Context: an optimization exercise on an open-source flow, tuned for small area. The choices shown serve that exercise and are no tape-out recipe.
The RTL was checked by simulation tests, not by an equivalence proof against the original design.
Power is estimated from default activity; no workload was simulated.

$ cat flow/flow/remap.abc
strash
dc2
&get -n
&deepsyn -T @TIME@ -S @SEED@
&put
dch -f
amap -F 10 -A 20
topo
stime -c
$ cat flow/design.v
module frameCounter (
    input  logic Clk, Reset,
    input  logic fre,
    output logic changeFrame,
    output logic tick
);
    logic [3:0] a;
    logic       b;
    logic [2:0] c;
    always_ff @(posedge Clk) begin
        if (Reset) begin
            a <= 4'd15;
            b <= 1'b0;
            c <= 3'd0;
        end else if (fre) begin
            if (a == 4'd9) begin
                a <= 4'd0;
                b <= ~b;
                if (b) c <= (c == 3'd5) ? 3'd0 : c + 3'd1;
            end else if (a == 4'd15)
                a <= 4'd0;
            else
                a <= a + 4'd1;
        end
    end
    assign changeFrame = b;
    assign tick = (a == 4'd8) & b & (c == 3'd5);
endmodule
module health (
    input  logic       Clk, Reset,
    input  logic       fre, tick, hit_en,
    output logic [2:0] health_out,
    output logic       game_over
);
    always_ff @(posedge Clk) begin
        if (Reset)
            health_out <= 3'd5;
        else if (fre & tick & hit_en & ~game_over)
            health_out <= health_out - 3'd1;
    end
    assign game_over = (health_out == 3'd0);
endmodule
module enemy_health4 (
    input  logic       Clk, Reset,
    input  logic       fre, tick,
    input  logic [3:0] enemy_hit_en, is_enemy_shield,
    output logic [3:0] dead,
    output logic       all_dead
);
    logic [3:0][2:0] h;
    always_ff @(posedge Clk) begin
        for (int i = 0; i < 4; i++) begin
            if (Reset)
                h[i] <= (i == 3) ? 3'd7 : 3'd5;
            else if (fre & tick & enemy_hit_en[i] & ~is_enemy_shield[i] & ~dead[i])
                h[i] <= h[i] - 3'd1;
        end
    end
    always_comb
        for (int i = 0; i < 4; i++) dead[i] = (h[i] == 3'd0);
    assign all_dead = &dead;
endmodule
module platform (
    input  logic [9:0]  DrawX, DrawY,
    input  logic [13:0] left_bound,
    output logic        is_platform
);
    function automatic logic [13:0] C(input int k);
        case (k)
            0: C = 14'd0;     1: C = 14'd400;   2: C = 14'd500;   3: C = 14'd750;
            4: C = 14'd870;   5: C = 14'd910;   6: C = 14'd1000;  7: C = 14'd1200;
            8: C = 14'd1330;  9: C = 14'd1650;  10: C = 14'd2000; 11: C = 14'd2050;
            12: C = 14'd2200; 13: C = 14'd2600; 14: C = 14'd3100; default: C = 14'd4479;
        endcase
    endfunction
    function automatic logic [9:0] TOPK(input int k);
        case (k)
            0: TOPK = 10'd300;  1: TOPK = 10'd400;  2: TOPK = 10'd300;  3: TOPK = 10'd225;
            4: TOPK = 10'd150;  5: TOPK = 10'd180;  6: TOPK = 10'd280;  7: TOPK = 10'd380;
            8: TOPK = 10'd440;  9: TOPK = 10'd340;  10: TOPK = 10'd380; 11: TOPK = 10'd280;
            12: TOPK = 10'd220; 13: TOPK = 10'd340; default: TOPK = 10'd440;
        endcase
    endfunction
    function automatic logic ge14(input logic [13:0] a, input logic [13:0] b);
        logic c;
        c = 1'b1;
        for (int i = 0; i < 14; i++) c = (a[i] & ~b[i]) | (a[i] & c) | (~b[i] & c);
        ge14 = c;
    endfunction
    logic [13:0] sx;
    always_comb begin
        logic c;
        c = 1'b0;
        for (int i = 0; i < 14; i++) begin
            logic a;
            a = (i < 10) ? DrawX[i] : 1'b0;
            sx[i] = a ^ left_bound[i] ^ c;
            c = (a & left_bound[i]) | (c & (a ^ left_bound[i]));
        end
    end
    logic [15:0] past;
    always_comb begin
        for (int k = 0; k < 16; k++) past[k] = ge14(sx, C(k));
        is_platform = 1'b0;
        for (int k = 0; k < 15; k++)
            if (past[k] && !past[k+1] && ge14(14'(DrawY), 14'(TOPK(k)))) is_platform = 1'b1;
    end
endmodule
module ball4 (
    input  logic        Clk, Reset,
    input  logic        fre,             
    input  logic        game_over,
    input  logic [7:0]  keycode,
    input  logic [10:0] dxp, dxm,        
    input  logic        dxlo,            
    input  logic [10:0] dyp, dym,        
    input  logic        dylo,            
    input  logic [3:0]  near,            
    input  logic [3:0]  enemy_shield,
    output logic        is_ball,
    output logic        is_shield, is_punch,
    output logic [3:0]  is_attack,
    output logic [13:0] player_location, Ball_X, Ball_Y, left_bound,
    output logic        ball_direction,
    output logic        can_move
);
    function automatic logic le14(input logic [13:0] a, input logic [13:0] b);
        logic c;
        c = 1'b1;
        for (int i = 0; i < 14; i++) c = (~a[i] & b[i]) | (~a[i] & c) | (b[i] & c);
        le14 = c;
    endfunction
    function automatic logic [13:0] add14(input logic [13:0] a, input logic [13:0] b, input logic ci);
        logic c;
        c = ci;
        for (int i = 0; i < 14; i++) begin
            add14[i] = a[i] ^ b[i] ^ c;
            c = (a[i] & b[i]) | (c & (a[i] ^ b[i]));
        end
    endfunction
    function automatic logic [13:0] C(input int k);
        case (k)
            0: C = 14'd0;     1: C = 14'd400;   2: C = 14'd500;   3: C = 14'd750;
            4: C = 14'd870;   5: C = 14'd910;   6: C = 14'd1000;  7: C = 14'd1200;
            8: C = 14'd1330;  9: C = 14'd1650;  10: C = 14'd2000; 11: C = 14'd2050;
            12: C = 14'd2200; 13: C = 14'd2600; 14: C = 14'd3100; default: C = 14'd4479;
        endcase
    endfunction
    function automatic logic [8:0] TOPK(input int k);
        case (k)
            0: TOPK = 9'd300;  1: TOPK = 9'd400;  2: TOPK = 9'd300;  3: TOPK = 9'd225;
            4: TOPK = 9'd150;  5: TOPK = 9'd180;  6: TOPK = 9'd280;  7: TOPK = 9'd380;
            8: TOPK = 9'd440;  9: TOPK = 9'd340;  10: TOPK = 9'd380; 11: TOPK = 9'd280;
            12: TOPK = 9'd220; 13: TOPK = 9'd340; default: TOPK = 9'd440;
        endcase
    endfunction
    function automatic logic [8:0] BOTK(input int k);
        case (k)
            0: BOTK = 9'd350;  1: BOTK = 9'd450;  2: BOTK = 9'd350;  3: BOTK = 9'd275;
            4: BOTK = 9'd200;  5: BOTK = 9'd230;  6: BOTK = 9'd330;  7: BOTK = 9'd430;
            8: BOTK = 9'd479;  9: BOTK = 9'd390;  10: BOTK = 9'd430; 11: BOTK = 9'd330;
            12: BOTK = 9'd370; 13: BOTK = 9'd390; default: BOTK = 9'd479;
        endcase
    endfunction
    logic [13:0] X, P, LB;
    logic [8:0]  Y;
    logic        f;                      
    logic [3:0]  top_i, tl_i, tr_i;      
    logic        dir, shield, attack;
    logic [3:0]  hit;
    logic [13:0] X_n, P_n, LB_n;
    logic [8:0]  Y_n;
    logic        f_n;
    logic [3:0]  top_n, tl_n, tr_n;
    logic        dir_n, shield_n, attack_n;
    logic [3:0]  hit_n;
    always_ff @(posedge Clk) begin
        if (Reset) begin
            X <= 14'd320; P <= 14'd320; LB <= 14'd0; Y <= 9'd270; f <= 1'b0;
            top_i <= 4'd0; tl_i <= 4'd0; tr_i <= 4'd0;
            dir <= 1'b1; shield <= 1'b0; attack <= 1'b0; hit <= 4'b0;
        end else begin
            X <= X_n; P <= P_n; LB <= LB_n; Y <= Y_n; f <= f_n;
            top_i <= top_n; tl_i <= tl_n; tr_i <= tr_n;
            dir <= dir_n; shield <= shield_n; attack <= attack_n; hit <= hit_n;
        end
    end
    logic fe, kl, kr, kj, ks, ka;
    assign fe = fre & ~game_over;
    assign kl = (keycode == 8'd4);
    assign kr = (keycode == 8'd7);
    assign kj = (keycode == 8'd26);
    assign ks = (keycode == 8'd22);
    assign ka = (keycode == 8'd44);
    logic [14:0] below, landing;     
    logic [14:0] yb;                 
    always_comb
        for (int k = 0; k < 15; k++) begin
            below[k]   = ~le14(14'(TOPK(k) - 9'd31), 14'(Y));
            landing[k] = ~le14(14'(Y), 14'(TOPK(k) - 9'd37));
            yb[k]      = ~le14(14'(Y), 14'(TOPK(k) - 9'd30)) & ~le14(14'(BOTK(k) + 9'd30), 14'(Y));
        end
    logic [8:0] tv;
    assign tv = TOPK(int'(top_i));
    logic [8:0] yadd;                    
    logic ymv;                           
    assign ymv = fe && (kj || (~landing[top_i] && below[top_i] && below[tl_i] && below[tr_i]));
    assign yadd = Y + (!ymv ? 9'd0 : (kj && ~below[top_i]) ? 9'd312 : 9'd6);
    logic [8:0] land_y;                 
    always_comb begin
        land_y = 9'd0;
        for (int k = 0; k < 16; k++) if (top_i == 4'(k)) land_y = TOPK(k) - 9'd31;
    end
    logic [3:0]  sP;
    always_comb begin
        sP = 4'd0;
        for (int k = 1; k < 16; k++)
            if (le14(C(k), P)) sP = 4'(k);
    end
    logic [13:0] cs, cn, gap, plw, prw;    
    logic [10:0] d, e;                   
    always_comb begin
        cs = 14'd0; cn = 14'd0; gap = 14'd0; plw = 14'd0; prw = 14'd0;
        for (int k = 0; k < 16; k++)
            if (sP == 4'(k)) begin
                cs = C(k); cn = C(k + 1); gap = C(k + 1) - C(k);
                plw = C(k) + 14'd21; prw = C(k + 1) - 14'd21;
            end
    end
    assign d = 11'(add14(P, ~cs, 1'b1));
    assign e = 11'(add14(gap, ~{3'd0, d}, 1'b1));
    logic collL, collR;
    logic [2:0] dl, er;
    always_comb begin
        collL = (sP >= 4'd1) && (sP <= 4'd14) && le14(14'd20, 14'(d)) && le14(14'(d), 14'd26) && yb[sP - 4'd1];
        collR = (sP <= 4'd13) && le14(14'd21, 14'(e)) && le14(14'(e), 14'd26) && yb[sP + 4'd1];
        dl = d[2:0] - 3'd4;              
        er = e[2:0] - 3'd5;              
    end
    logic lb0, lbnear, rbend, c3, d2, d3;
    assign lb0    = (LB == 14'd0);
    assign lbnear = le14(LB, 14'd6) || le14(14'd8198, LB);
    assign rbend  = f ? (LB == 14'd3839) : (LB == 14'd3840);
    assign c3     = rbend && ~le14(P, 14'd4160);
    assign d2     = f ? (le14(14'd3833, LB) && le14(LB, 14'd15737)) : (le14(14'd3834, LB) && le14(LB, 14'd15738));
    assign d3     = lb0 && ~le14(14'd320, P);
    logic p4166, p315;
    assign p4166 = ~le14(14'd4166, P);   
    assign p315  = le14(14'd315, P);     
    always_comb begin
        can_move = 1'b0;
        if (fe) begin
            if (kl) begin
                if (lb0) can_move = 1'b1;
                else if (lbnear) can_move = 1'b0;
                else if (c3) can_move = ~(~collL && p4166);
            end
            if (kr) begin
                if (rbend) can_move = 1'b1;
                else if (d2) can_move = 1'b0;
                else if (d3) can_move = ~(~collR && p315);
            end
        end
    end
    logic [3:0] w;
    logic       lb_add, lb_set0, lb_setR;
    always_comb begin
        w = 4'd0; lb_add = 1'b0; lb_set0 = 1'b0; lb_setR = 1'b0;
        if (kl) begin
            if (lb0) ;
            else if (lbnear) lb_set0 = ~collL;
            else if (c3) begin
                lb_add = ~collL && p4166;
                w = {1'b0, P[2:0]} - 4'd6;
            end else begin
                lb_add = 1'b1;
                w = collL ? 4'd1 - {1'b0, dl} : -4'sd6;
            end
        end
        if (kr) begin
            if (rbend) ;
            else if (d2) lb_setR = ~collR;
            else if (d3) begin
                lb_add = ~collR && p315;
                w = P[3:0] - 4'd10;
            end else begin
                lb_add = 1'b1;
                w = collR ? {1'b0, er} : 4'd6;
            end
        end
    end
    logic xle21, xre;
    assign xle21 = le14(X, 14'd21);
    assign xre   = le14(14'd618, X) && le14(X, 14'd16363);
    logic [5:0]  xa;                     
    logic [13:0] xs, ps, pm;             
    logic mv;
    assign mv = fe & (kl | kr);
    always_comb begin
        if (!mv)     xa = 6'd0;
        else if (kl) xa = collL ? -6'sd21 - {3'd0, dl} : -6'sd6;
        else         xa = collR ? 6'd20 + {3'd0, er} : 6'd6;
    end
    assign xs = add14(X, {{8{xa[5]}}, xa}, 1'b0);
    assign ps = add14(P, !mv ? 14'd0 : kl ? -14'sd6 : 14'd6, 1'b0);
    assign pm = {ps[13:8] - 6'd15, ps[7:0]};
    logic [13:0] lbs;                    
    assign lbs = add14(LB, (fe && lb_add) ? {{10{w[3]}}, w} : 14'd0, 1'b0);
    always_comb begin
        X_n = xs; P_n = ps; LB_n = lbs; Y_n = yadd; f_n = f;
        top_n = top_i; tl_n = tl_i; tr_n = tr_i;
        dir_n = dir; shield_n = shield; attack_n = attack; hit_n = hit;
        if (fe) begin
            shield_n = ks;
            attack_n = ka;
            hit_n = near & ~enemy_shield & {4{attack}};
            if (kj) begin
                if (~below[top_i] && Y <= 9'd200)
                    Y_n = 9'd30;
                else
                    Y_n = yadd;
            end else if (landing[top_i])
                Y_n = land_y;
            else if (below[top_i] && below[tl_i] && below[tr_i])
                Y_n = yadd;
            if (kl | kr) begin
                dir_n = kr;
                if (can_move) begin
                    if (kl ? (~collL && xle21) : (~collR && xre))
                        X_n = kl ? 14'd20 : 14'd619;
                    else
                        X_n = xs;
                end else if (kl ? (lbnear && !lb0 && !collL) : (d2 && !rbend && !collR))
                    X_n = kl ? ps : pm;
                else
                    X_n = 14'd320;
                if (kl ? collL : collR)
                    P_n = kl ? plw : prw;
                else if (can_move && (kl ? xle21 : xre))
                    P_n = kl ? 14'd20 : 14'd4453;
                else
                    P_n = ps;
                if (lb_set0) begin LB_n = 14'd0; f_n = 1'b0; end
                if (lb_setR) begin LB_n = 14'd3839; f_n = 1'b1; end
                if (sP != 4'd15) top_n = sP;
                if (le14(14'd15, P) && ~le14(14'd4494, P))
                    tl_n = (sP == 4'd15) ? 4'd14 : (sP != 4'd0 && d < 11'd15) ? sP - 4'd1 : sP;
                if (~le14(14'd4464, P))
                    tr_n = (e <= 11'd15) ? sP + 4'd1 : sP;
                else if (le14(14'd16369, P))
                    tr_n = 4'd0;
            end
        end
    end
    assign is_ball = le14(X, 14'(dxp)) && (dxlo || le14(14'(dxm), X)) &&
                     le14(14'(Y), 14'(dyp)) && (dylo || le14(14'(dym), 14'(Y)));
    assign player_location = P;
    assign Ball_X          = X;
    assign Ball_Y          = {5'd0, Y};
    assign left_bound      = LB;
    assign ball_direction  = dir;
    assign is_shield       = shield;
    assign is_punch        = attack;
    assign is_attack       = {4{attack & ~game_over}} & (fe ? (near & ~enemy_shield) : hit);
endmodule
module enemy4 (
    input  logic        Clk, Reset,
    input  logic        fre,
    input  logic [10:0] dxp, dxm,        
    input  logic        dxlo,            
    input  logic [10:0] dyp, dym,        
    input  logic        dylo,            
    input  logic [7:0]  keycode,
    input  logic [13:0] Ball_X,
    input  logic        can_move,
    input  logic [13:0] player_location,
    input  logic        hit_en,
    input  logic [3:0]  dead,
    output logic [3:0]  is_enemy, is_enemy_shield, is_enemy_attack, direction, near,
    output logic [55:0] enemy_location, Enemy_X, Enemy_Y
);
    function automatic logic [14:0] add15(input logic [14:0] a, input logic [14:0] b, input logic ci);
        logic c;
        c = ci;
        for (int i = 0; i < 15; i++) begin
            add15[i] = a[i] ^ b[i] ^ c;
            c = (a[i] & b[i]) | (c & (a[i] ^ b[i]));
        end
    endfunction
    logic [13:0] P;
    assign P = player_location;
    logic seen;
    always_ff @(posedge Clk) begin
        if (Reset) seen <= 1'b0;
        else if (fre) seen <= 1'b1;
    end
    logic kany, k4, k7;
    assign kany = (keycode == 8'd0) || (keycode == 8'd22) || (keycode == 8'd44) || (keycode == 8'd26);
    assign k4 = (keycode == 8'd4);
    assign k7 = (keycode == 8'd7);
    logic plo20, phi20;
    assign plo20 = (player_location < 14'd20);
    assign phi20 = (player_location >= 14'd16364);
    for (genvar i = 0; i < 4; i++) begin : g
        enemy_unit #(.IDX(i)) u (
            .Clk(Clk), .Reset(Reset), .fre(fre),
            .dxp(dxp), .dxm(dxm), .dxlo(dxlo), .dyp(dyp), .dym(dym), .dylo(dylo),
            .P(P), .BX(Ball_X), .seen(seen),
            .cmL(can_move | k7 | kany), .cmR(can_move | k4 | kany),
            .plo20(plo20), .phi20(phi20), .hit_en(hit_en), .dead(dead[i]),
            .is_enemy(is_enemy[i]), .shield(is_enemy_shield[i]), .attack_hit(is_enemy_attack[i]),
            .dir(direction[i]), .near(near[i]),
            .L(enemy_location[14*i +: 14]), .X(Enemy_X[14*i +: 14]), .Y(Enemy_Y[14*i +: 14])
        );
    end
endmodule
module enemy_unit #(parameter int IDX = 0) (
    input  logic        Clk, Reset, fre,
    input  logic [10:0] dxp, dxm,
    input  logic        dxlo,
    input  logic [10:0] dyp, dym,
    input  logic        dylo,
    input  logic [13:0] P, BX,
    input  logic        seen,
    input  logic        cmL, cmR,
    input  logic        plo20, phi20,
    input  logic        hit_en, dead,
    output logic        is_enemy, shield, attack_hit, dir, near,
    output logic [13:0] L, X, Y
);
    localparam int B0 = (IDX == 0) ? 20  : (IDX == 1) ? 1023 : (IDX == 2) ? 2220 : 3121;
    localparam int B1 = (IDX == 0) ? 375 : (IDX == 1) ? 1627 : (IDX == 2) ? 2800 : 4453;
    localparam int LS = (IDX == 0) ? 120 : (IDX == 1) ? 1500 : (IDX == 2) ? 2400 : 3800;
    localparam int LW = (IDX == 0) ? 9 : (IDX == 1) ? 11 : (IDX == 2) ? 12 : 13;
    function automatic logic le15(input logic [14:0] a, input logic [14:0] b);
        logic c;
        c = 1'b1;
        for (int i = 0; i < 15; i++) c = (~a[i] & b[i]) | (~a[i] & c) | (b[i] & c);
        le15 = c;
    endfunction
    function automatic logic [14:0] add15(input logic [14:0] a, input logic [14:0] b, input logic ci);
        logic c;
        c = ci;
        for (int i = 0; i < 15; i++) begin
            add15[i] = a[i] ^ b[i] ^ c;
            c = (a[i] & b[i]) | (c & (a[i] ^ b[i]));
        end
    endfunction
    function automatic logic [13:0] add14(input logic [13:0] a, input logic [13:0] b, input logic ci);
        logic c;
        c = ci;
        for (int i = 0; i < 14; i++) begin
            add14[i] = a[i] ^ b[i] ^ c;
            c = (a[i] & b[i]) | (c & (a[i] ^ b[i]));
        end
    endfunction
    function automatic logic [4:0] ytest(input logic [8:0] y, input int tv);
        ytest[4] = ~le15(15'(tv - 1), 15'(y));
        ytest[3] = ~le15(15'(tv - 2), 15'(y));
        ytest[2] = ~le15(15'(y), 15'(tv - 31));
        ytest[1] = ~le15(15'(y), 15'(tv - 37));
        ytest[0] = le15(15'(tv - 31), 15'(y));
    endfunction
    localparam int LR = (IDX == 2) ? 11 : LW;      
    logic [LW-1:0] l, l_n;
    logic [LR-1:0] lr;
    if (IDX == 2) begin : gl2
        assign l = {1'b1, lr};           
    end else begin : gl
        assign l = lr;
    end
    logic [13:0]   x, x_n;
    logic [8:0]    y, yr, y_n;
    logic          m, m_n;               
    logic [1:0]    t, t_n;               
    logic          nm, nm_n;             
    logic          sh, at, ht, dr, sh_n, at_n, ht_n, dr_n;
    logic [1:0]    lm3, lm3_n;           
    always_ff @(posedge Clk) begin
        if (Reset) begin
            x <= 14'(LS); m <= 1'b0; t <= 2'd0;
            nm <= 1'b0; sh <= 1'b0; at <= 1'b0; ht <= 1'b0; dr <= (IDX == 0);
        end else if (fre) begin
            x <= x_n; m <= m_n; t <= t_n;
            nm <= nm_n; sh <= sh_n; at <= at_n; ht <= ht_n; dr <= dr_n;
        end
    end
    always_ff @(posedge Clk) begin
        if (Reset) begin
            lr <= LR'(LS); yr <= 9'd449; lm3 <= 2'(LS % 3);
        end else begin
            lr <= l_n[LR-1:0]; yr <= y_n; lm3 <= lm3_n;
        end
    end
    assign y = (IDX == 0) ? (seen ? 9'd269 : 9'd449) : yr;
    logic [8:0] tv;
    logic [4:0] yt;
    always_comb begin
        tv = 9'd300; yt = ytest(y, 300);
        if (IDX == 1) begin
            tv = (t == 2'd1) ? 9'd280 : (t == 2'd2) ? 9'd380 : (t == 2'd3) ? 9'd440 : 9'd300;
            yt = (t == 2'd1) ? ytest(y, 280) : (t == 2'd2) ? ytest(y, 380) : (t == 2'd3) ? ytest(y, 440) : ytest(y, 300);
        end
        if (IDX == 2) begin
            tv = (t == 2'd1) ? 9'd220 : (t == 2'd2) ? 9'd340 : 9'd300;
            yt = (t == 2'd1) ? ytest(y, 220) : (t == 2'd2) ? ytest(y, 340) : ytest(y, 300);
        end
        if (IDX == 3) begin
            tv = seen ? 9'd440 : 9'd300;
            yt = seen ? ytest(y, 440) : ytest(y, 300);
        end
    end
    logic [8:0] land_y;                  
    always_comb begin
        land_y = 9'd269;
        if (IDX == 1) land_y = (t == 2'd1) ? 9'd249 : (t == 2'd2) ? 9'd349 : (t == 2'd3) ? 9'd409 : 9'd269;
        if (IDX == 2) land_y = (t == 2'd1) ? 9'd189 : (t == 2'd2) ? 9'd309 : 9'd269;
        if (IDX == 3) land_y = seen ? 9'd409 : 9'd269;
    end
    always_comb begin
        t_n = t;
        if (IDX == 1) t_n = (l < 11'd1200) ? 2'd1 : (l < 11'd1330) ? 2'd2 : 2'd3;
        if (IDX == 2) begin
            if (l >= 12'd2201 && l <= 12'd2598) t_n = 2'd1;
            if (l >= 12'd2601 && l <= 12'd3098) t_n = 2'd2;
        end
    end
    logic ml, mr, az, in320, in340;
    logic [14:0] D;                      
    assign D = add15(15'(l), ~{1'b0, P}, 1'b1);
    if (IDX == 0) begin : g0
        logic ln20, ln30, plo30, phi30;
        assign ln20  = (l < 9'd20);
        assign ln30  = (l < 9'd30);
        assign plo30 = (P < 14'd30);
        assign phi30 = (P >= 14'd16354);
        function automatic logic ge(input logic signed [14:0] d, input int c, input int n);
            if (n >= 1) ge = 1'b0;
            else if (n <= -2) ge = 1'b1;
            else if (n == 0) ge = (d >= $signed(15'(c)));
            else ge = (d >= $signed(15'(c - 16384)));
        endfunction
        int wp20p, wp20m, wp30p, wp30m, wl20, wl30;
        always_comb begin
            wp20p = phi20 ? 1 : 0;  wp20m = plo20 ? -1 : 0;
            wp30p = phi30 ? 1 : 0;  wp30m = plo30 ? -1 : 0;
            wl20  = ln20 ? -1 : 0;  wl30  = ln30 ? -1 : 0;
        end
        logic le_p20_l20, ge_p20_lm20, le_m20_l20, ge_m20_lm20;
        logic le_p30_l30, ge_p30_lm30, le_m30_l30, ge_m30_lm30;
        always_comb begin
            le_p20_l20  = ge(D, 0, -wp20p);                   
            ge_p20_lm20 = ~ge(D, 41, wl20 - wp20p);           
            le_m20_l20  = ge(D, -40, -wp20m);                 
            ge_m20_lm20 = ~ge(D, 1, wl20 - wp20m);            
            le_p30_l30  = ge(D, 0, -wp30p);
            ge_p30_lm30 = ~ge(D, 61, wl30 - wp30p);
            le_m30_l30  = ge(D, -60, -wp30m);
            ge_m30_lm30 = ~ge(D, 1, wl30 - wp30m);
            ml = ~ge_p20_lm20;                                
            mr = ~le_m20_l20;                                 
            az = ge_p20_lm20 | le_m20_l20;
            near = ((le_p20_l20 & ge_p20_lm20) | (le_m20_l20 & ge_m20_lm20)) &
                   ((le_p30_l30 & ge_p30_lm30) | (le_m30_l30 & ge_m30_lm30));
            in320 = (D[13:0] <= 14'd320);
            in340 = (D[13:0] >= 14'd16044) && (D[13:0] <= 14'd16364);
        end
    end else begin : g1
        logic c_gt, c_lt;
        assign c_gt  = ~D[14] & ~le15(D, 15'd40);             
        assign c_lt  = D[14] & ~le15(15'h7FD8, D);            
        assign ml    = phi20 | c_gt;
        assign mr    = plo20 | c_lt;
        assign az    = ~(plo20 | phi20);
        assign near  = ~c_gt & ~c_lt;
        assign in320 = ~phi20 & ~D[14] & le15(D, 15'd320);           
        assign in340 = ~plo20 & D[14] & le15(15'h7EAC, D);           
    end
    logic jw, cw;
    always_comb begin
        jw = 1'b0; cw = 1'b0;
        if (IDX == 1) begin
            jw = (l >= 1020 && l <= 1026) || (l >= 1220 && l <= 1226) || (l >= 1350 && l <= 1356);
            cw = (l >= 1020 && l <= 1024 && y > 150 && y < 260) ||
                 (l >= 1220 && l <= 1224 && y > 250 && y < 360) ||
                 (l >= 1350 && l <= 1354 && y > 350 && y < 460);
        end
        if (IDX == 2) begin
            jw = (l >= 2220 && l <= 2226) || (l >= 2620 && l <= 2626);
            cw = (l >= 2220 && l <= 2224 && y > 250 && y < 360) ||
                 (l >= 2620 && l <= 2624 && y > 190 && y < 400);
        end
        if (IDX == 3) begin
            jw = (l >= 3120 && l <= 3126);
            cw = (l >= 3120 && l <= 3124 && y > 310 && y < 420);
        end
    end
    logic s1, s2;                        
    assign s1 = nm & (lm3 == 2'd2);
    assign s2 = nm & (lm3 == 2'd0);
    logic [1:0]  la;                     
    logic        selk2;                  
    logic        xc;                     
    logic [13:0] xcv;
    logic [8:0]  ya;                     
    logic        yc;                     
    logic [8:0]  ycv;
    always_comb begin
        la = 2'd0; selk2 = 1'b0; xc = 1'b0; xcv = 14'd0;
        dr_n = dr;
        nm_n = 1'b1;
        m_n = (IDX == 0) ? yt[4] : yt[3];
        ya = m ? 9'd6 : 9'd0; yc = 1'b0; ycv = land_y;
        if (m ? yt[1] : yt[2]) begin     
            m_n = 1'b0;
            yc = 1'b1;
        end
        if (m ? (y <= 9'd37) : (y <= 9'd31)) m_n = 1'b1;
        if (ml) begin
            dr_n = 1'b0;
            nm_n = 1'b0;
            if (l >= LW'(B0)) begin
                if (IDX == 0 && cmL && P <= 14'd319 && l <= LW'(21)) begin
                    xc = 1'b1; xcv = 14'd20; la = 2'd3;
                end else begin
                    la = 2'd1;
                    if (!(cmL && !cw)) begin
                        if (in320) selk2 = 1'b1;
                        else begin xc = 1'b1; xcv = 14'd662; end
                    end
                end
                if (jw) begin
                    if (yt[0]) begin
                        if (y <= 9'd200) begin yc = 1'b1; ycv = 9'd30; end
                        else begin yc = 1'b0; ya = -9'sd200; end
                    end else begin
                        yc = 1'b0; ya = 9'd6;
                    end
                end
            end
        end
        if (mr) begin
            dr_n = 1'b1;
            nm_n = 1'b0;
            xc = 1'b0; selk2 = 1'b0;
            if (l <= LW'(B1)) begin
                la = 2'd2;
                if (!cmR) begin
                    if (in340) selk2 = 1'b1;
                    else begin xc = 1'b1; xcv = 14'd15745; end
                end
            end else
                la = 2'd0;
        end
        if (IDX == 0) m_n = seen & ~m;
    end
    logic [1:0]  la_f;                   
    logic [8:0]  ya_f;
    logic        yc_f;
    assign la_f = fre ? la : 2'd0;
    assign ya_f = fre ? ya : 9'd0;
    assign yc_f = fre & yc;
    logic [13:0] xsum;
    assign xsum = add14(selk2 ? 14'd320 : BX, D[13:0], 1'b0);
    always_comb begin
        case (la_f)
            2'd1:    begin l_n = l - LW'(4); lm3_n = (lm3 == 2'd0) ? 2'd2 : lm3 - 2'd1; end
            2'd2:    begin l_n = l + LW'(4); lm3_n = (lm3 == 2'd2) ? 2'd0 : lm3 + 2'd1; end
            2'd3:    begin l_n = LW'(20);    lm3_n = 2'd2; end
            default: begin l_n = l;          lm3_n = lm3; end
        endcase
        x_n = x;
        if (ml | mr) x_n = xc ? xcv : xsum;
        y_n = yc_f ? ycv : y + ya_f;
    end
    assign sh_n = az & s1;
    assign at_n = az & s2;
    assign ht_n = near & hit_en & at & ~dead & (l >= LW'(B0)) & (l <= LW'(B1));
    assign is_enemy = le15({1'b0, x}, 15'(dxp)) && (dxlo || le15(15'(dxm), {1'b0, x})) &&
                      le15(15'(y), 15'(dyp)) && (dylo || le15(15'(dym), 15'(y))) && ~dead;
    assign shield     = sh;
    assign attack_hit = at & ht;
    assign dir        = dr;
    assign L          = 14'(l);
    assign X          = x;
    assign Y          = {5'd0, y};
endmodule
module game_core (
    input  logic        Clk,
    input  logic        Reset,           
    input  logic        frame_clk,       
    input  logic [7:0]  keycode,
    input  logic [9:0]  DrawX,
    input  logic [9:0]  DrawY,
    output logic        is_ball,
    output logic [3:0]  is_enemy,
    output logic        is_platform,
    output logic        is_shield,
    output logic        is_punch,
    output logic [3:0]  is_attack,
    output logic [13:0] player_location,
    output logic [13:0] Ball_X,
    output logic [13:0] Ball_Y,
    output logic        ball_direction,
    output logic [55:0] enemy_loc,
    output logic [55:0] Enemy_X,
    output logic [55:0] Enemy_Y,
    output logic [3:0]  enemy_direction,
    output logic [3:0]  is_enemy_shield,
    output logic [3:0]  is_enemy_attack,
    output logic [2:0]  health_out,
    output logic        game_over,
    output logic [3:0]  dead,
    output logic        all_dead,
    output logic        changeFrame,
    output logic [13:0] left_bound
);
    logic frame_clk_delayed, fre;
    always_ff @(posedge Clk) begin
        frame_clk_delayed <= frame_clk;
        fre <= frame_clk & ~frame_clk_delayed;
    end
    logic       tick, can_move;
    logic [3:0] near;
    logic [10:0] dxp, dxm, dyp, dym;
    logic        dxlo, dylo;
    assign dxp  = {1'b0, DrawX} + 11'd20;
    assign dxm  = {1'b0, DrawX} - 11'd20;
    assign dxlo = (DrawX < 10'd20);
    assign dyp  = {1'b0, DrawY} + 11'd30;
    assign dym  = {1'b0, DrawY} - 11'd30;
    assign dylo = (DrawY < 10'd30);
    frameCounter frame_count (
        .Clk(Clk), .Reset(Reset), .fre(fre), .changeFrame(changeFrame), .tick(tick)
    );
    ball4 ball_instance (
        .Clk(Clk), .Reset(Reset), .fre(fre), .game_over(game_over), .keycode(keycode),
        .dxp(dxp), .dxm(dxm), .dxlo(dxlo), .dyp(dyp), .dym(dym), .dylo(dylo), .near(near), .enemy_shield(is_enemy_shield),
        .is_ball(is_ball), .is_shield(is_shield), .is_punch(is_punch), .is_attack(is_attack),
        .player_location(player_location), .Ball_X(Ball_X), .Ball_Y(Ball_Y),
        .left_bound(left_bound), .ball_direction(ball_direction), .can_move(can_move)
    );
    enemy4 enemy (
        .Clk(Clk), .Reset(Reset), .fre(fre), .dxp(dxp), .dxm(dxm), .dxlo(dxlo), .dyp(dyp), .dym(dym), .dylo(dylo),
        .keycode(keycode), .Ball_X(Ball_X), .can_move(can_move), .player_location(player_location),
        .hit_en(~is_shield), .dead(dead), .is_enemy(is_enemy), .is_enemy_shield(is_enemy_shield),
        .is_enemy_attack(is_enemy_attack), .direction(enemy_direction), .near(near),
        .enemy_location(enemy_loc), .Enemy_X(Enemy_X), .Enemy_Y(Enemy_Y)
    );
    platform plat (
        .DrawX(DrawX), .DrawY(DrawY), .left_bound(left_bound), .is_platform(is_platform)
    );
    health player_health (
        .Clk(Clk), .Reset(Reset), .fre(fre), .tick(tick), .hit_en(|is_enemy_attack),
        .health_out(health_out), .game_over(game_over)
    );
    enemy_health4 enemy_health (
        .Clk(Clk), .Reset(Reset), .fre(fre), .tick(tick), .enemy_hit_en(is_attack),
        .is_enemy_shield(is_enemy_shield), .dead(dead), .all_dead(all_dead)
    );
endmodule
$ cat flow/flow/run.sh
#!/bin/bash
# Own layout flow: the standard synthesis; then the combinational logic of
# the synthesized netlist is re-mapped for area with ABC (flip-flops are kept
# as they are: same instances, names and cells; several ABC random seeds are
# tried in parallel and the smallest netlist is kept); then the standard
# layout from floorplan to the final layout, with the smallest buffer on each
# port.  Each tool's output goes to a log file of its own in this folder.
set -euo pipefail
here=$(pwd)
flowdir=$here/flow
results=$here/orfs/results/${FLOW_PLATFORM}/game_core/base
lib=$FLOW_HOME/platforms/${FLOW_PLATFORM}/lib/sky130_fd_sc_hd__tt_025C_1v80.lib
yosys_bin=$FLOW_HOME/../tools/install/yosys/bin/yosys
[ -x "$yosys_bin" ] || yosys_bin=yosys

# 1. standard synthesis
bash standard.sh synth > $here/log_1_synth.txt 2>&1

# 2. area re-mapping of the combinational logic, in two passes; each pass
#    tries several ABC seeds in parallel and keeps the smallest netlist
du=""
for c in $(cat $flowdir/dontuse.txt); do du="$du -dont_use $c"; done
printf 'set_driving_cell sky130_fd_sc_hd__buf_1\nset_load 5\n' > $here/remap_abc.constr
remap_pass() {  # remap_pass NAME INPUT.v DSTIME SEEDS... ; leaves the best as NAME_best.v
  local name=$1 input=$2 dstime=$3; shift 3
  local s
  for s in "$@"; do
    sed "s/@SEED@/$s/; s/@TIME@/$dstime/" $flowdir/remap.abc > $here/${name}_$s.abc
    cat > $here/${name}_$s.ys <<EOY
read_liberty -ignore_miss_func $lib
blackbox $(tr '\n' ' ' < $flowdir/seqcells.txt)
read_verilog $input
hierarchy -top $FLOW_TOP
rename -hide c:_*
flatten
opt_clean -purge
abc -liberty $lib $du -script $here/${name}_$s.abc -constr $here/remap_abc.constr
opt_clean -purge
hilomap -singleton -hicell sky130_fd_sc_hd__conb_1 HI -locell sky130_fd_sc_hd__conb_1 LO
splitnets
opt_clean -purge
insbuf -buf sky130_fd_sc_hd__buf_4 A X
opt_clean -purge
tee -o $here/${name}_stat_$s.txt stat -liberty $lib
write_verilog -noattr -noexpr -nohex -nodec $here/${name}_out_$s.v
EOY
    $yosys_bin -s $here/${name}_$s.ys > $here/log_2_${name}_$s.txt 2>&1 &
  done
  wait
  local best="" bestarea="" a
  for s in "$@"; do
    a=$(sed -n "s/.*Chip area for module.*: \([0-9.]*\).*/\1/p" $here/${name}_stat_$s.txt 2>/dev/null | head -1)
    [ -n "$a" ] || continue
    if [ -z "$best" ] || awk "BEGIN{exit !($a < $bestarea)}"; then best=$s; bestarea=$a; fi
  done
  echo "$name: seed $best area $bestarea" >> $here/log_2_remap_choice.txt
  [ -n "$best" ]
  cp $here/${name}_out_$best.v $here/${name}_best.v
}
cp $results/1_2_yosys.v $here/remap_in.v
remap_pass remap1 $here/remap_in.v 300 1 2 3 4 5 6 7 8
remap_pass remap2 $here/remap1_best.v 150 11 12 13 14 15 16 17 18
cp $here/remap2_best.v $results/1_2_yosys.v
touch $results/1_2_yosys.v

# 3. standard layout from the re-mapped netlist
bash standard.sh BUFFER_PORTS_ARGS="-buffer_cell sky130_fd_sc_hd__buf_1" finish > $here/log_3_layout.txt 2>&1
$ cat flow/constraint.sdc
create_clock -name core_clock -period 25.0 [get_ports {Clk}]
set_input_delay 5.0000 -clock core_clock [delete_from_list [all_inputs] [get_ports {Clk}]]
set_output_delay 5.0000 -clock core_clock [all_outputs]
set_load 0.01 [all_outputs]
$ cat flow/config.mk
export PLATFORM = sky130hd
export DESIGN_NAME = game_core
export DESIGN_NICKNAME = game_core
export VERILOG_FILES = /design/flow/design.v
export SDC_FILE = /design/flow/constraint.sdc
export NUM_CORES = 8
export LEC_CHECK = 0
export ABC_AREA = 1
export CAP_MARGIN = 10
export CORE_MARGIN = 2
export CORE_UTILIZATION = 45
export CTS_CLUSTER_DIAMETER = 115
export CTS_CLUSTER_SIZE = 22
export PLACE_DENSITY = 0.8
export SLEW_MARGIN = 10
$ cat flow/flow/dontuse.txt
sky130_fd_sc_hd__probe_p_8 sky130_fd_sc_hd__probec_p_8 sky130_fd_sc_hd__lpflow_bleeder_1 sky130_fd_sc_hd__lpflow_clkbufkapwr_1 sky130_fd_sc_hd__lpflow_clkbufkapwr_16 sky130_fd_sc_hd__lpflow_clkbufkapwr_2 sky130_fd_sc_hd__lpflow_clkbufkapwr_4 sky130_fd_sc_hd__lpflow_clkbufkapwr_8 sky130_fd_sc_hd__lpflow_clkinvkapwr_1 sky130_fd_sc_hd__lpflow_clkinvkapwr_16 sky130_fd_sc_hd__lpflow_clkinvkapwr_2 sky130_fd_sc_hd__lpflow_clkinvkapwr_4 sky130_fd_sc_hd__lpflow_clkinvkapwr_8 sky130_fd_sc_hd__lpflow_decapkapwr_12 sky130_fd_sc_hd__lpflow_decapkapwr_3 sky130_fd_sc_hd__lpflow_decapkapwr_4 sky130_fd_sc_hd__lpflow_decapkapwr_6 sky130_fd_sc_hd__lpflow_decapkapwr_8 sky130_fd_sc_hd__lpflow_inputiso0n_1 sky130_fd_sc_hd__lpflow_inputiso0p_1 sky130_fd_sc_hd__lpflow_inputiso1n_1 sky130_fd_sc_hd__lpflow_inputiso1p_1 sky130_fd_sc_hd__lpflow_inputisolatch_1 sky130_fd_sc_hd__lpflow_isobufsrc_1 sky130_fd_sc_hd__lpflow_isobufsrc_16 sky130_fd_sc_hd__lpflow_isobufsrc_2 sky130_fd_sc_hd__lpflow_isobufsrc_4 sky130_fd_sc_hd__lpflow_isobufsrc_8 sky130_fd_sc_hd__lpflow_isobufsrckapwr_16 sky130_fd_sc_hd__lpflow_lsbuf_lh_hl_isowell_tap_1 sky130_fd_sc_hd__lpflow_lsbuf_lh_hl_isowell_tap_2 sky130_fd_sc_hd__lpflow_lsbuf_lh_hl_isowell_tap_4 sky130_fd_sc_hd__lpflow_lsbuf_lh_isowell_4 sky130_fd_sc_hd__lpflow_lsbuf_lh_isowell_tap_1 sky130_fd_sc_hd__lpflow_lsbuf_lh_isowell_tap_2 sky130_fd_sc_hd__lpflow_lsbuf_lh_isowell_tap_4
$ cat flow/standard.sh
#!/bin/bash
# synth_recipe.tcl (not shown) runs the flow's synth.tcl, then flattens the netlist and writes it again
# the make line also repeats each setting of config.mk as NAME=value (left out here)
make -C /OpenROAD-flow-scripts/flow DESIGN_CONFIG=/design/flow/config.mk WORK_HOME=/design/flow/orfs CLKGATE_MAP_FILE= SYNTH_SCRIPT=/design/flow/synth_recipe.tcl "${@:-finish}"
$ cat flow/flow/seqcells.txt
sky130_fd_sc_hd__dfbbn_1
sky130_fd_sc_hd__dfbbn_2
sky130_fd_sc_hd__dfbbp_1
sky130_fd_sc_hd__dfrbp_1
sky130_fd_sc_hd__dfrbp_2
sky130_fd_sc_hd__dfrtn_1
sky130_fd_sc_hd__dfrtp_1
sky130_fd_sc_hd__dfrtp_2
sky130_fd_sc_hd__dfrtp_4
sky130_fd_sc_hd__dfsbp_1
sky130_fd_sc_hd__dfsbp_2
sky130_fd_sc_hd__dfstp_1
sky130_fd_sc_hd__dfstp_2
sky130_fd_sc_hd__dfstp_4
sky130_fd_sc_hd__dfxbp_1
sky130_fd_sc_hd__dfxbp_2
sky130_fd_sc_hd__dfxtp_1
sky130_fd_sc_hd__dfxtp_2
sky130_fd_sc_hd__dfxtp_4
sky130_fd_sc_hd__dlclkp_1
sky130_fd_sc_hd__dlclkp_2
sky130_fd_sc_hd__dlclkp_4
sky130_fd_sc_hd__dlrbn_1
sky130_fd_sc_hd__dlrbn_2
sky130_fd_sc_hd__dlrbp_1
sky130_fd_sc_hd__dlrbp_2
sky130_fd_sc_hd__dlrtn_1
sky130_fd_sc_hd__dlrtn_2
sky130_fd_sc_hd__dlrtn_4
sky130_fd_sc_hd__dlrtp_1
sky130_fd_sc_hd__dlrtp_2
sky130_fd_sc_hd__dlrtp_4
sky130_fd_sc_hd__dlxbn_1
sky130_fd_sc_hd__dlxbn_2
sky130_fd_sc_hd__dlxbp_1
sky130_fd_sc_hd__dlxtn_1
sky130_fd_sc_hd__dlxtn_2
sky130_fd_sc_hd__dlxtn_4
sky130_fd_sc_hd__dlxtp_1
sky130_fd_sc_hd__edfxbp_1
sky130_fd_sc_hd__edfxtp_1
sky130_fd_sc_hd__lpflow_inputisolatch_1
sky130_fd_sc_hd__sdfbbn_1
sky130_fd_sc_hd__sdfbbn_2
sky130_fd_sc_hd__sdfbbp_1
sky130_fd_sc_hd__sdfrbp_1
sky130_fd_sc_hd__sdfrbp_2
sky130_fd_sc_hd__sdfrtn_1
sky130_fd_sc_hd__sdfrtp_1
sky130_fd_sc_hd__sdfrtp_2
sky130_fd_sc_hd__sdfrtp_4
sky130_fd_sc_hd__sdfsbp_1
sky130_fd_sc_hd__sdfsbp_2
sky130_fd_sc_hd__sdfstp_1
sky130_fd_sc_hd__sdfstp_2
sky130_fd_sc_hd__sdfstp_4
sky130_fd_sc_hd__sdfxbp_1
sky130_fd_sc_hd__sdfxbp_2
sky130_fd_sc_hd__sdfxtp_1
sky130_fd_sc_hd__sdfxtp_2
sky130_fd_sc_hd__sdfxtp_4
sky130_fd_sc_hd__sdlclkp_1
sky130_fd_sc_hd__sdlclkp_2
sky130_fd_sc_hd__sdlclkp_4
sky130_fd_sc_hd__sedfxbp_1
sky130_fd_sc_hd__sedfxbp_2
sky130_fd_sc_hd__sedfxtp_1
sky130_fd_sc_hd__sedfxtp_2
sky130_fd_sc_hd__sedfxtp_4
==> results.py, run 1 <==
metrics = {
    "grt": {
        "grt.overflow.total": 0,
        "grt_start_max_net_pins": 38,
        "grt_use_total_pct": 37.03,
        "grt_pass1_wl_um": 144500,
        "grt_pass1_vias": 24760,
        "antenna_found_initial": 4,
    },
    "timing": {
        "fin_crit_ns": 14.80,
        "relSlewSlack_pct": 24.09,
        "finalHoldViolations": 0,
        "worst_pin_slew_ns": 1.130,
        "setup-tns-final_ns": 0,
        "rsz0062_at_grt": "no",
        "finalCritPeriodShare_pct": 59.21,
        "final.setup.worst_slack_ns": 10.20,
        "slew_viol_final": 0,
        "fmax_mhz": 67.55,
        "hold_slack_ns": 0.3891,
        "setup_viol": 0,
        "fin_skew_ns": 0.05901,
    },
    "placed_design": {
        "dp_cells": 4216,
        "dp_slack_ns": 10.46,
        "place.gp.congestion": 1.056,
        "dpl.hpwl_um": 75330,
        "io_buffer_count": 239,
    },
    "synthesis": {
        "ys_warn_count": 11,
        "netlist_area_um2": 21250,
        "syn_area_per_cell_um2": 6.305,
        "synth_cells": 3371,
    },
    "setup_path": {
        "critPathRequiredTime_ns": 20.00,
        "reg2regPathDepth": 46,
        "worstPathMaxFanout": 15,
        "ff2ff_setup_slack_ns": 12.35,
        "setup.worst_path.end": "is_platform",
        "cp-end-kind": "output port",
        "r2r_start": "ball_instance.P[10]",
        "arrival_ns": 9.80,
        "r2r_end": "ball_instance.X[13]",
        "startpoint_type": "input port",
        "critical_path.startpoint": "DrawX[2]",
        "crit_type": "in2out",
    },
    "route": {
        "wirelength_um": 96300,
        "drcViolationCount": 0,
        "avgRoutedWirePerCell_um": 22.71,
        "drt_first_pass_iters": 11,
        "vias": 28140,
        "drt_iter0_markers": 4433,
        "ant_nets": 0,
        "viasPerCell": 6.636,
    },
    "clock_network": {
        "cts_setup_buffers": 0,
        "cts_hold_buf": 0,
        "clk_pin_slew_worst_paths_ns": 0.09,
        "cts_tree": "done",
        "numCtsBuffers": 16,
        "clockBufferDepth": 3,
        "clock_sinks": 251,
        "root_buffer": "clkbuf_16",
        "insertion_delay_ns": 0.58,
        "ctsResizeCount": 0,
        "htree_num_levels": 1,
    },
    "floorplanning": {
        "die-area_um2": 48980,
        "core_area_um2": 46560,
        "num_io_pins": 290,
        "initial_utilization_pct": 45.65,
        "row_count": 79,
        "dieHeight_um": 221.3,
        "die_width_um": 221.3,
    },
    "pwr": {
        "p_leak_nw": 7.608,
        "ir_drop_mv": 0.04515,
        "p_per_area_nw_per_um2": 39.97,
    },
    "final_layout": {
        "area_delta_synth_final_pct": 9.290,
        "nets": 3659,
        "drive_above_1_share_pct": 1.652,
        "layout_common_cells": "nor2_1, clkinv_1, o21ai_0",
        "mostFrequentLayoutCell": "nor2_1",
        "stdcell_count": 4241,
    },
    "run_status": {
        "status": "timing/DRC/antenna clean",
    },
    "run": {
        "drv_cap": 0,
    },
    "worst_hold_path": {
        "hp-class": "reg2reg",
    },
}
[worst max-delay path, stage by stage]
cell and delay [ns]:
buf_1 0.46, clkinv_1 0.45, o22ai_1 0.31, nor2_1 0.09
a21oi_1 0.20, o22ai_1 0.16, o22ai_1 0.26, nor2_1 0.09
a21oi_1 0.18, nor2_1 0.07, a21oi_1 0.18, nor2_1 0.08
a21oi_1 0.16, nor2_1 0.08, a21oi_1 0.16, nor2_1 0.08
a21oi_1 0.38, clkinv_1 0.24, a21oi_1 0.24, nand3_1 0.13
a21oi_1 0.15, o21ai_0 0.08, o311a_1 0.14, a21oi_1 0.14
nand2b_1 0.12, buf_1 0.16
[metal layers]
metal / vias up / part of all wire, % / global-route usage [%]
met2: 2165 / 43 / 57.17
met5: - / 0.030 / 0
li1: 12880 / - / -
met1: 12660 / 36 / 46.69
met4: 4 / 7.0 / 22.28
met3: 438 / 14 / 8.936
[cell type report]
type	count	area (um^2)
diodes	3	7.507
clock buffers	16	400.4
clock inverters	5	82.58
fillers	4878	23330
inverters	463	1738
multi-input cells	2620	14040
flip-flops and latches	251	5025
well taps	607	759.5
repair buffers	276	1179
[sequential cells by signal, summed over array words and instances (netlist names), 8 cells and up]
signal,flops
ball_instance.LB,14
enemy.g.u.yr,27
enemy.g.u.x,56
enemy_health.h,12
ball_instance.X,14
ball_instance.Y,9
ball_instance.P,14
enemy.g.u.lm3,8
enemy.g.u.lr,36
[metrics by stage]
step	cell area, um^2	total power (W)	util (%)
after global routing	23220	0.0009553	49.89
after global placement	22730	0.0006307	48.82
after floorplan	21430	0.0005675	-
after CTS	23210	0.0009182	49.86
after detailed placement	22730	0.0006305	48.82
final	23230	0.0009283	49.89
[how the worst min path moves through the flow]
stage               cells after the start              start  endpoint  slack, ns
floorplan                               1  frame_clk_delayed       fre       0.37
global placement                        1  frame_clk_delayed       fre       0.37
detailed placement                      1  frame_clk_delayed       fre       0.38
CTS                                     1  frame_clk_delayed       fre       0.39
global route                            1  frame_clk_delayed       fre       0.41
finish                                  1  frame_clk_delayed       fre       0.39
[where the power goes]
| part | total [W] | internal (W) | switching, W |
|---|---|---|---|
| combinational | 0.000193 | 0.0000563 | 0.000136 |
| sequential | 0.000439 | 0.000414 | 0.0000251 |
| clock | 0.000297 | 0.000131 | 0.000166 |
| total | 0.000928 | 0.000601 | 0.000327 |
==> inputs of run 2 (changes only) <==
--- a/flow/config.mk
+++ b/flow/config.mk
@@ -11,5 +11,5 @@
 export CORE_UTILIZATION = 45
 export CTS_CLUSTER_DIAMETER = 115
 export CTS_CLUSTER_SIZE = 22
-export PLACE_DENSITY = 0.8
+export PLACE_DENSITY = 0.6
 export SLEW_MARGIN = 10
==> results.py, run 2 <==
metrics = {
    "setup_path": {
        "worstPathMaxFanout": 15,
        "cp_slowest_cell": "buf_1",
        "critPathRequiredTime_ns": 20.00,
        "crit_type": "in2out",
        "startpoint_type": "input port",
        "arrival_ns": 9.85,
        "cpMostUsedCell": "nor2_1",
        "r2r_start": "ball_instance.P[8]",
        "cp-end-kind": "output port",
        "critPathMaxStageDelay_ns": 0.50,
        "critical_path.startpoint": "DrawX[2]",
    },
    "final_layout": {
        "reg_top3": "enemy.g.u.x: 56 flops, enemy.g.u.lr: 36 flops, enemy.g.u.yr: 27 flops",
        "mostFrequentLayoutCell": "nor2_1",
        "fin_area_um2": 23480,
        "regMostFlops": "enemy.g.u.x",
        "drive_above_1_share_pct": 2.060,
        "layout_common_cells": "nor2_1, clkinv_1, o21ai_0",
        "area_delta_synth_final_pct": 9.845,
        "nets": 3713,
        "largest_reg_flops": 56,
    },
    "clock_network": {
        "root_buffer": "clkbuf_16",
        "cts_setup_buffers": 0,
        "clockBufferDepth": 3,
        "cts_hold_buf": 0,
        "cts_tree": "done",
        "clock_sinks": 251,
        "ctsResizeCount": 0,
        "insertion_delay_ns": 0.56,
        "clk_pin_slew_worst_paths_ns": 0.09,
        "numCtsBuffers": 17,
        "htree_num_levels": 1,
    },
    "route": {
        "vias": 28840,
        "ant_nets": 0,
        "drt_iter0_markers": 4427,
        "avgRoutedWirePerCell_um": 24.99,
        "wirelength_um": 107400,
        "drcViolationCount": 0,
        "viasPerCell": 6.710,
        "drt_first_pass_iters": 8,
    },
    "timing": {
        "setup-tns-final_ns": 0,
        "worst_pin_slew_ns": 1.225,
        "setup_viol": 0,
        "fin_crit_ns": 14.85,
        "fin_skew_ns": 0.03101,
        "relSlewSlack_pct": 17.60,
        "fmax_mhz": 67.33,
        "finalHoldViolations": 0,
        "finalCritPeriodShare_pct": 59.41,
        "rsz0062_at_grt": "no",
        "slew_viol_final": 0,
    },
    "synthesis": {
        "synth_cells": 3413,
        "syn_area_per_cell_um2": 6.263,
        "netlist_area_um2": 21380,
        "ys_warn_count": 11,
    },
    "floorplanning": {
        "core_area_um2": 46750,
        "die-area_um2": 49260,
        "dieHeight_um": 222.0,
        "initial_utilization_pct": 45.72,
        "row_count": 79,
        "num_io_pins": 290,
        "die_width_um": 222.0,
    },
    "pwr": {
        "p_per_area_nw_per_um2": 41.99,
        "ir_drop_mv": 0.05699,
        "p_leak_nw": 7.809,
    },
    "worst_hold_path": {
        "hp-start": "frame_clk_delayed",
        "hp-class": "reg2reg",
    },
    "grt": {
        "grt_pass1_wl_um": 158300,
        "grt_use_total_pct": 41.38,
        "grt_start_max_net_pins": 64,
        "grt_pass1_vias": 26030,
        "grt.overflow.total": 0,
        "antenna_found_initial": 6,
    },
    "run": {
        "drv_cap": 0,
    },
    "placed_design": {
        "post_dp_cell_area_um2": 22940,
        "dpl.hpwl_um": 84150,
        "place.gp.congestion": 1.095,
        "io_buffer_count": 239,
    },
    "run_status": {
        "status": "timing/DRC/antenna clean",
    },
}
-- run 2: where the power goes --
part / internal (W) / switching, W
sequential: 0.000415 / 0.0000269
combinational: 0.0000654 / 0.000164
clock: 0.000140 / 0.000174
-- run 2: layout make-up --
cell class / instances / area (um^2)
fillers: 4991 / 23270
multi-input cells: 2613 / 13970
flip-flops and latches: 251 / 5025
inverters: 512 / 1922
repair buffers: 287 / 1261
well taps: 607 / 759.5
clock buffers: 18 / 429.2
clock inverters: 9 / 110.1
diodes: 1 / 2.502
-- run 2: critical path: cells and delay by family --
family / cells / cell delay [ns]
buffers and inverters: 4 / 1.36
and+or+nand+nor: 14 / 1.44
AOI/OAI and AO/OA: 11 / 2.06
-- run 2: path summary, 6_finish.rpt --
check	endpoint	slack, ns	cells past startpoint
max	is_platform	10.15	29
min	fre	0.40	1
max reg2reg	ball_instance.X[13]	12.36	52
min reg2reg	fre	0.40	1
-- run 2: metrics by stage --
step / setup WS [ns] / total power [W] / instances / util, % / hold slack [ns]
2_1_floorplan: 11.67 / 0.0005877 / 3461 / - / 0.3674
3_3_place_gp: 10.27 / 0.0006670 / 4270 / 49.06 / 0.3739
3_5_place_dp: 10.29 / 0.0006680 / 4270 / 49.06 / 0.3825
4_1_cts: 10.26 / 0.0009758 / 4297 / 50.22 / 0.4012
5_1_grt: 9.386 / 0.001014 / 4297 / 50.22 / 0.4145
6_report: 10.15 / 0.0009859 / 4298 / 50.22 / 0.3976
-- run 2: layer usage --
metal	vias up	global-route usage (%)	share of wire, %
li1	12970	-	-
met1	13280	52.04	38
met2	2124	65.70	43
met3	459	8.720	12
met4	6	23.58	6.7
met5	-	0	0.039
==> inputs of run 3 (changes only) <==
--- a/flow/flow/run.sh
+++ b/flow/flow/run.sh
@@ -56,11 +56,17 @@
   echo "$name: seed $best area $bestarea" >> $here/log_2_remap_choice.txt
   [ -n "$best" ]
   cp $here/${name}_out_$best.v $here/${name}_best.v
+  echo "$bestarea" > $here/${name}_best_area.txt
 }
 cp $results/1_2_yosys.v $here/remap_in.v
-remap_pass remap1 $here/remap_in.v 300 1 2 3 4 5 6 7 8
+remap_pass remap1 $here/remap_in.v 300 1 2 3 4 5 6 7 8 9 10 11 12
 remap_pass remap2 $here/remap1_best.v 150 11 12 13 14 15 16 17 18
-cp $here/remap2_best.v $results/1_2_yosys.v
+# keep the second pass only if it improved on the first
+if awk "BEGIN{exit !($(cat $here/remap2_best_area.txt) < $(cat $here/remap1_best_area.txt))}"; then
+  cp $here/remap2_best.v $results/1_2_yosys.v
+else
+  cp $here/remap1_best.v $results/1_2_yosys.v
+fi
 touch $results/1_2_yosys.v
 
 # 3. standard layout from the re-mapped netlist
--- a/flow/config.mk
+++ b/flow/config.mk
@@ -11,5 +11,6 @@
 export CORE_UTILIZATION = 45
 export CTS_CLUSTER_DIAMETER = 115
 export CTS_CLUSTER_SIZE = 22
-export PLACE_DENSITY = 0.6
+export GPL_TIMING_DRIVEN = 0
+export PLACE_DENSITY = 0.8
 export SLEW_MARGIN = 10
==> results.py, run 3 <==
metrics = {
    "setup_path": {
        "cpMostUsedCell": "nor2_1",
        "path_buf_inv": 4,
        "critPathMaxStageDelay_ns": 0.59,
        "cp_slowest_cell": "a211oi_1",
        "critPathRequiredTime_ns": 20.00,
        "crit_family": "compound AO/OA/AOI/OAI gates",
        "worstPathMaxFanout": 9,
        "startpoint_type": "input port",
        "arrival_ns": 10.61,
        "cp-end-kind": "output port",
        "crit_type": "in2out",
    },
    "timing": {
        "fmax_mhz": 64.07,
        "setup-tns-final_ns": 0,
        "finalCritPeriodShare_pct": 62.43,
        "slew_viol_final": 0,
        "setup_viol": 0,
        "finalHoldViolations": 0,
        "worst_pin_slew_ns": 1.265,
        "fin_crit_ns": 15.61,
        "final.setup.worst_slack_ns": 9.393,
        "fin_skew_ns": 0.02854,
        "relSlewSlack_pct": 14.92,
        "rsz0062_at_grt": "no",
    },
    "floorplanning": {
        "core_area_um2": 46750,
        "die_width_um": 221.9,
        "num_io_pins": 290,
        "die-area_um2": 49240,
        "initial_utilization_pct": 45.70,
        "dieHeight_um": 221.9,
        "row_count": 79,
    },
    "grt": {
        "grt_use_total_pct": 38.04,
        "antenna_found_initial": 3,
        "grt.overflow.total": 0,
        "grt_pass1_vias": 24970,
        "grt_pass1_wl_um": 147000,
        "grt_start_max_net_pins": 77,
    },
    "route": {
        "ant_nets": 0,
        "wirelength_um": 99130,
        "drt_iter0_markers": 3993,
        "drt_first_pass_iters": 6,
        "vias": 28320,
        "avgRoutedWirePerCell_um": 22.84,
        "viasPerCell": 6.524,
        "drcViolationCount": 0,
    },
    "clock_network": {
        "numCtsBuffers": 17,
        "cts_tree": "done",
        "clockBufferDepth": 3,
        "root_buffer": "clkbuf_16",
        "cts_setup_buffers": 0,
        "cts_hold_buf": 0,
        "ctsResizeCount": 0,
        "htree_num_levels": 1,
        "clock_sinks": 251,
        "insertion_delay_ns": 0.56,
        "clk_pin_slew_worst_paths_ns": 0.09,
    },
    "pwr": {
        "ir_drop_mv": 0.03839,
        "p_leak_nw": 8.144,
        "p_per_area_nw_per_um2": 39.76,
    },
    "placed_design": {
        "dp_slack_ns": 9.821,
        "dpl.hpwl_um": 78020,
        "place.gp.congestion": 1.041,
        "io_buffer_count": 239,
    },
    "synthesis": {
        "ys_warn_count": 11,
        "synth_cells": 3415,
        "netlist_area_um2": 21360,
        "syn_area_per_cell_um2": 6.256,
    },
    "final_layout": {
        "nets": 3756,
        "largest_reg_flops": 56,
        "layout_common_cells": "nor2_1, clkinv_1, o21ai_0",
        "drive_above_1_share_pct": 3.162,
        "mostFrequentLayoutCell": "nor2_1",
        "multi_input_area_um2": 14080,
        "reg_top3": "enemy.g.u.x: 56 flops, enemy.g.u.lr: 36 flops, enemy.g.u.yr: 27 flops",
        "fillers": 4931,
        "area_delta_synth_final_pct": 11.43,
        "regMostFlops": "enemy.g.u.x",
        "regArea_um2": 5025,
    },
    "worst_hold_path": {
        "hp-class": "reg2reg",
    },
    "run": {
        "drv_cap": 0,
    },
    "run_status": {
        "status": "timing/DRC/antenna clean",
    },
}
## run 3: final timing paths
check,start,to,depth (start not counted),slack [ns]
setup / recovery,DrawX[1],is_platform,30,9.39
hold / removal,frame_clk_delayed,fre,1,0.39
setup reg to reg,ball_instance.P[5],ball_instance.X[13],54,11.57
hold reg to reg,frame_clk_delayed,fre,1,0.39
## run 3: layer usage
metal  part of all wire (%)  track usage, %  vias up  routed length, um
li1                       -               -    13050                  -
met1                     38           47.59    12960              37780
met2                     44           61.38     1930              43740
met3                     12           8.375      375              11680
met4                    6.0           19.70        6               5901
met5                  0.030               0        -                 30
## run 3: cell type report
cell class / count / share of cell area [%]
Antenna cell: 1 / 0.01051
Clock buffer: 18 / 1.803
Timing Repair Buffer: 243 / 3.995
Inverter: 483 / 7.637
Buffer: 85 / 2.681
Sequential cell: 251 / 21.11
Clock inverter: 8 / 0.4257
Multi-Input combinational cell: 2644 / 59.15
Tap cell: 607 / 3.190
## run 3: worst register-to-register path, delay by kind of cell, from the launching register on
kind | cells | cell delay, ns
buffers and inverters | 8 | 2.57
flip-flops | 1 | 1.00
AND/OR/NAND/NOR | 26 | 5.60
AO/OA/AOI/OAI | 20 | 4.15
## run 3: power by group
group	total (W)	internal, W	switching (W)
logic	0.000197	0.0000619	0.000135
registers	0.000438	0.000414	0.0000235
clock network	0.000311	0.000140	0.000171
total	0.000947	0.000617	0.000330
## run 3: through the flow
stage | util (%) | hold slack, ns | instances | power, W | area (um^2)
floorplan | - | 0.3674 | 3463 | 0.0005646 | 21540
global placement | 49.62 | 0.3727 | 4309 | 0.0006336 | 23200
detailed placement | 49.75 | 0.3773 | 4312 | 0.0006352 | 23260
CTS | 50.89 | 0.3897 | 4338 | 0.0009376 | 23790
global route | 50.91 | 0.4089 | 4339 | 0.0009771 | 23800
finish | 50.92 | 0.3884 | 4340 | 0.0009466 | 23810
==> inputs of run 4 (changes only) <==
--- a/flow/config.mk
+++ b/flow/config.mk
@@ -11,6 +11,5 @@
 export CORE_UTILIZATION = 45
 export CTS_CLUSTER_DIAMETER = 115
 export CTS_CLUSTER_SIZE = 22
-export GPL_TIMING_DRIVEN = 0
 export PLACE_DENSITY = 0.8
 export SLEW_MARGIN = 10
==> results.py, run 4 <==
metrics = {
    "route": {
        "drcViolationCount": 0,
        "ant_nets": 0,
        "avgRoutedWirePerCell_um": 22.71,
        "drt_iter0_markers": 4433,
        "viasPerCell": 6.636,
        "drt_first_pass_iters": 11,
        "wirelength_um": 96300,
        "vias": 28140,
    },
    "floorplanning": {
        "dieHeight_um": 221.3,
        "initial_utilization_pct": 45.65,
        "die_width_um": 221.3,
        "core_area_um2": 46560,
        "die-area_um2": 48980,
        "row_count": 79,
        "num_io_pins": 290,
    },
    "final_layout": {
        "fillers": 4878,
        "area_delta_synth_final_pct": 9.290,
        "mostFrequentLayoutCell": "nor2_1",
        "layout_common_cells": "nor2_1, clkinv_1, o21ai_0",
        "multi_input_area_um2": 14040,
        "largest_reg_flops": 56,
        "nets": 3659,
        "drive_above_1_share_pct": 1.652,
        "regArea_um2": 5025,
        "reg_top3": "enemy.g.u.x: 56 flops, enemy.g.u.lr: 36 flops, enemy.g.u.yr: 27 flops",
        "regMostFlops": "enemy.g.u.x",
    },
    "timing": {
        "finalHoldViolations": 0,
        "rsz0062_at_grt": "no",
        "worst_pin_slew_ns": 1.130,
        "fmax_mhz": 67.55,
        "fin_skew_ns": 0.05901,
        "relSlewSlack_pct": 24.09,
        "setup-tns-final_ns": 0,
        "fin_crit_ns": 14.80,
        "setup_viol": 0,
        "slew_viol_final": 0,
        "hold_slack_ns": 0.3891,
        "finalCritPeriodShare_pct": 59.21,
    },
    "clock_network": {
        "numCtsBuffers": 16,
        "clockBufferDepth": 3,
        "htree_num_levels": 1,
        "root_buffer": "clkbuf_16",
        "clk_pin_slew_worst_paths_ns": 0.09,
        "clock_sinks": 251,
        "cts_hold_buf": 0,
        "ctsResizeCount": 0,
        "cts_tree": "done",
        "cts_setup_buffers": 0,
        "insertion_delay_ns": 0.58,
    },
    "pwr": {
        "p_leak_nw": 7.608,
        "p_int_w": 0.0006014,
        "swShare_pct": 35.21,
        "combPwrFrac_pct": 20.7,
        "clockPowerShare_pct": 32.0,
        "p_seq_share_pct": 47.3,
        "p_per_area_nw_per_um2": 39.97,
        "ir_drop_mv": 0.04515,
        "p_switching_w": 0.0003269,
        "p_total_w": 0.0009283,
    },
    "run": {
        "drv_cap": 0,
    },
    "synthesis": {
        "synth_cells": 3371,
        "ys_warn_count": 11,
        "syn_area_per_cell_um2": 6.305,
        "netlist_area_um2": 21250,
    },
    "setup_path": {
        "arrival_ns": 9.80,
        "startpoint_type": "input port",
        "cpMostUsedCell": "a21oi_1",
        "critPathMaxStageDelay_ns": 0.46,
        "worstPathMaxFanout": 15,
        "ff2ff_setup_slack_ns": 12.35,
        "crit_type": "in2out",
        "cp-end-kind": "output port",
        "critPathRequiredTime_ns": 20.00,
        "cp_slowest_cell": "buf_1",
    },
    "grt": {
        "use_met1_pct": 46.69,
        "grtUsageMet2_pct": 57.17,
        "grtUsageMet3_pct": 8.936,
        "grt_pass1_vias": 24760,
        "grt.overflow.total": 0,
        "grt_pass1_wl_um": 144500,
        "grt_use_total_pct": 37.03,
        "busiest_layer": "met2",
        "antenna_found_initial": 4,
        "grt_start_max_net_pins": 38,
    },
    "placed_design": {
        "io_buffer_count": 239,
        "dpl.hpwl_um": 75330,
        "place.gp.congestion": 1.056,
    },
    "worst_hold_path": {
        "hp-class": "reg2reg",
    },
    "run_status": {
        "status": "timing/DRC/antenna clean",
    },
}
-- run 4: cell types whose count changed in the layout (fill, tap and decap cells not counted), sizes merged, moves of 11 or more --
cell    change
o22ai      +27
nand3      +12
clkinv     -21
a21oi      -28
buf        -52
nor2       -19
o21ai      -28
o32ai      +11
-- run 4: worst paths after layout --
check / cells past startpoint / to / from
worst min-delay path: 1 / fre / frame_clk_delayed
worst max register to register: 46 / ball_instance.X[13] / ball_instance.P[10]
worst max-delay path: 26 / is_platform / DrawX[2]
worst min register to register: 1 / fre / frame_clk_delayed
-- run 4: routing by layer --
metal	wire, um	up-vias
li1	-	12880
met1	35150	12660
met2	41210	2165
met3	13210	438
met4	6703	4
met5	29	-
-- run 4: final cells by class --
cell class / instances / area share (%)
Clock inverter: 5 / 0.3555
Inverter: 463 / 7.482
Clock buffer: 16 / 1.724
Multi-Input combinational cell: 2620 / 60.43
Sequential cell: 251 / 21.63
Timing Repair Buffer: 276 / 5.074
Antenna cell: 3 / 0.03232
Tap cell: 607 / 3.270
-- run 4: power by group through the flow --
stage	combinational, W	clock, W	sequential, W
4_1_cts	0.000185	0.000296	0.000438
3_5_place_dp	0.000184	0	0.000447
2_1_floorplan	0.000125	0	0.000442
3_3_place_gp	0.000184	0	0.000447
6_report	0.000193	0.000297	0.000439
5_1_grt	0.000207	0.000308	0.000440
-- run 4: worst max-delay path: cells and delay by family --
family                 cells  cell delay (ns)
AND/OR/NAND/NOR            8             0.74
AO/OA/AOI/OAI             14             2.74
buffers and inverters      4             1.31
-- run 4: metrics by stage --
step | setup slack (ns) | util, % | std cells | area, um^2
2_1_floorplan | 11.87 | - | 3419 | 21430
3_3_place_gp | 10.41 | 48.82 | 4216 | 22730
3_5_place_dp | 10.46 | 48.82 | 4216 | 22730
4_1_cts | 10.41 | 49.86 | 4237 | 23210
5_1_grt | 9.635 | 49.89 | 4240 | 23220
6_report | 10.20 | 49.89 | 4241 | 23230

re-timing with driven ports:
No port has a modelled driver above. Below, the same layouts with a new extraction and two added sets of constraints. Step 1, drivers: a clkbuf_16 drives Clk and a buf_2 each remaining input, both assumed. Step 2 also shifts input and output timing later by t, the mid clock arrival at the registers, as if the neighbouring blocks saw the same clock. Slacks: ideal ports / drivers / drivers and shift; pairs: ideal ports / drivers.
| run | shift t [ns] | slack for setup (ns) | slew at the worst register clock pin (ns) |
|---|---|---|---|
| run 1 | 0.607 | 10.197 / 10.147 / 10.147 | 0.11 / 0.11 |
| run 2 | 0.609 | 10.147 / 10.112 / 10.112 | 0.11 / 0.11 |
| run 3 | 0.609 | 9.393 / 9.366 / 9.366 | 0.10 / 0.10 |
| run 4 | 0.607 | 10.197 / 10.147 / 10.147 | 0.11 / 0.11 |
After both steps every run listed still meets setup and hold.
